From an optimization exercise on the open Yosys and OpenROAD flow, aimed at small area, a short achievable clock period and few clock cycles; shortcuts taken in it are not production practice. Function was checked by simulation only, so behaviour that the tests miss may differ from the original.

==> inputs of raven <==
==> flow/design.v (excerpt) <==
module triangle (clk, reset, nt, xi, yi, busy, po, xo, yo);
   input clk, reset, nt;
   input [2:0] xi, yi;
   output reg busy, po;
   output reg [2:0] xo, yo;
reg [1:0] ld;            
reg [2:0] X2, Y2;
reg [2:0] YM;            
reg [2:0] W;             
reg       rt;            
reg [2:0] xe;            
reg [2:0] svl, svh;      
reg       fresh;         
reg [2:0] n, dou, din;
reg       up;
function [2:0] fdiv;
   input [2:0] w, n, d;
   begin
      case ({w, n, d})
      9'd1: fdiv = 3'd0;
      9'd2: fdiv = 3'd0;
      9'd3: fdiv = 3'd0;
      9'd4: fdiv = 3'd0;
      9'd5: fdiv = 3'd0;
      9'd6: fdiv = 3'd0;
      9'd7: fdiv = 3'd0;
      9'd9: fdiv = 3'd0;
      9'd10: fdiv = 3'd0;
      9'd11: fdiv = 3'd0;
      9'd12: fdiv = 3'd0;
      9'd13: fdiv = 3'd0;
      9'd14: fdiv = 3'd0;
      9'd15: fdiv = 3'd0;
      9'd18: fdiv = 3'd0;
      9'd19: fdiv = 3'd0;
      9'd20: fdiv = 3'd0;
      9'd21: fdiv = 3'd0;
      9'd22: fdiv = 3'd0;
      9'd23: fdiv = 3'd0;
      9'd27: fdiv = 3'd0;
      9'd28: fdiv = 3'd0;
      9'd29: fdiv = 3'd0;
      9'd30: fdiv = 3'd0;
      9'd31: fdiv = 3'd0;
      9'd36: fdiv = 3'd0;
      9'd37: fdiv = 3'd0;
      9'd38: fdiv = 3'd0;
      9'd39: fdiv = 3'd0;
      9'd45: fdiv = 3'd0;
      9'd46: fdiv = 3'd0;
      9'd47: fdiv = 3'd0;
      9'd54: fdiv = 3'd0;
      9'd55: fdiv = 3'd0;
      9'd63: fdiv = 3'd0;
      9'd65: fdiv = 3'd0;
      9'd66: fdiv = 3'd0;
      9'd67: fdiv = 3'd0;
      9'd68: fdiv = 3'd0;
      9'd69: fdiv = 3'd0;
      9'd70: fdiv = 3'd0;
      9'd71: fdiv = 3'd0;
      9'd73: fdiv = 3'd1;
      9'd74: fdiv = 3'd0;
      9'd75: fdiv = 3'd0;
      9'd76: fdiv = 3'd0;
      9'd77: fdiv = 3'd0;
  ...
export LEC_CHECK = 0
export ABC_AREA = 1
export CAP_MARGIN = 20
export CORE_MARGIN = 2
export CORE_UTILIZATION = 65
export SETUP_SLACK_MARGIN = 3.7
export SLEW_MARGIN = 20
create_clock -name core_clock -period 6.0 [get_ports {clk}]
standard.sh (not shown) runs the stock make flow with config.mk's settings and CLKGATE_MAP_FILE= SYNTH_SCRIPT=/design/flow/synth_recipe.tcl, a recipe that flattens the netlist after the stock synthesis.
==> flow/flow/run.sh <==
#!/bin/bash
# The standard layout (standard.sh) with two synthesis changes, neither of
# which touches a register:
#  1. no adder cell mapping (ADDER_MAP_FILE empty);
#  2. after the standard synthesis, the combinational cells are mapped again by
#     abc with an area script (flow/resynth.tcl); every flip-flop instance is
#     kept as it is, with its name and cell type.
set -euo pipefail
B=$PWD/orfs/results/sky130hd/triangle/base
bash standard.sh ADDER_MAP_FILE= $B/1_2_yosys.v > standard_synth.log 2>&1
cp $B/1_2_yosys.v yosys_standard.v
DONT_USE="$(grep -o -- '-dont_use [^ ]*' orfs/logs/sky130hd/triangle/base/1_2_yosys.log | sort -u | tr '\n' ' ')" \
  IN=$PWD/yosys_standard.v OUT=$PWD/yosys_resynth.v \
  yosys -c flow/resynth.tcl > resynth.log 2>&1
cp yosys_resynth.v $B/1_2_yosys.v
touch $B/1_2_yosys.v
bash standard.sh ADDER_MAP_FILE= finish > standard_flow.log 2>&1
==> flow/flow/resynth.tcl <==
# Map the combinational logic of the synthesized netlist again with abc.
# Flip-flops are black boxes here, so they keep their instance names and cells.
set lib $::env(FLOW_HOME)/platforms/sky130hd/lib/sky130_fd_sc_hd__tt_025C_1v80.lib
yosys read_liberty -ignore_miss_func $lib
yosys read_verilog $::env(IN)
yosys hierarchy -top triangle
foreach c [list dfrtp_1 dfxtp_1 edfxtp_1 dfstp_2 dfrtp_2 dfxtp_2 dfxtp_4 dfrtp_4 dfstp_1 dfstp_4 dfsbp_1 dfrbp_1 dfxbp_1 edfxbp_1] {
  yosys setattr -mod -set blackbox 1 sky130_fd_sc_hd__$c
}
yosys flatten
yosys opt_clean -purge
yosys delete t:\$scopeinfo
yosys abc -liberty $lib {*}$::env(DONT_USE) -script "+strash;&get -n;&deepsyn -T 30;&put;dch -f;map -B 0.9;topo;stime -c;buffer -c;upsize -c;dnsize -c" -D 2300
yosys opt_clean -purge
yosys stat -liberty $lib
yosys hierarchy -top triangle
yosys write_verilog -noattr -nohex -nodec $::env(OUT)
==> inputs of tundra, as changes to raven <==
--- a/flow/flow/resynth.tcl
+++ b/flow/flow/resynth.tcl
@@ -12,3 +12,3 @@
 yosys delete t:\$scopeinfo
-yosys abc -liberty $lib {*}$::env(DONT_USE) -script "+strash;&get -n;&deepsyn -T 30;&put;dch -f;map -B 0.9;topo;stime -c;buffer -c;upsize -c;dnsize -c" -D 2300
+yosys abc -liberty $lib {*}$::env(DONT_USE) -script "+strash;dch -f;map -a;topo;stime -c;buffer -c;upsize -c;dnsize -c" -D 2300
 yosys opt_clean -purge
==> comparison table <==
metric                                                                                      tundra                    raven
Number of nets in the finished design                                                          609                      526
Total track usage                                                                            0.355                    0.323
Tap cells                                                                                       75                       70
Levels on crit path                                                                              9                       11
Number of cells on the worst reg-to-reg path                                                     9                       13
Post-route design area                                                                  4620 sq um               3850 sq um
Met3 wire length                                                                           1.11 mm                   640 um
FF-to-FF setup slack                                                                       3.75 ns                  3.82 ns
# Post-CTS Setup Buffers                                                                        15                        6
Avg Inst Size Synth                                                                     7.06 sq um               6.92 sq um
Post-route insts no fill                                                                       676                      588
Non-clock buffer instance count of the final layout                                             48                       27
Crit path from                                                                               xi[1]                    xi[2]
Synth Instances                                                                                550                      484
Run status                                                                 complete, no violations  complete, no violations
Number of global-route vias before repair                                                    3,987                    3,128
Wire length the detailed router placed on met1                                             4.77 mm                  3.59 mm
Layout cells sized above 1                                                                   0.241                    0.149
Portion of the clock cycle consumed by the worst path in the final layout                    0.392                    0.381
Pin slew with the least headroom to its limit                                             0.506 ns                 0.659 ns
Testbench counts of raven, summed over its fixed seeds: cycles 5,273.
Testbench counts of tundra, summed over its fixed seeds: cycles 5,273.

-- what the ideal ports hide --
No port has a modelled driver above. Below, the same layouts with a new extraction and two added sets of constraints. Step 1 sets driving cells, clkbuf_16 on the clock port and buf_2 on the other inputs (assumed; they add their load-dependent delay and slew). Step 2, shift: input delay + t, output delay - t, t = (earliest + latest rising clock arrival at the registers) / 2. This alone moves slack from input paths to output paths. Three values: ideal, step 1, step 2; two values: the first two.
run	shift t [ns]	setup slack, ns	hold WS [ns]	worst setup path at the end	slew at the worst register clock pin (ns)
raven	0.321	3.715 / 3.725 / 3.404	0.484 / 0.484 / 0.484	input to register	0.09 / 0.09
tundra	0.337	3.649 / 3.640 / 3.303	0.579 / 0.579 / 0.579	input to register	0.10 / 0.10
After both steps every run listed still meets setup and hold. For tundra, which loses most, drivers alone change the setup slack by -0.009 ns; drivers and shift together by -0.346 ns.
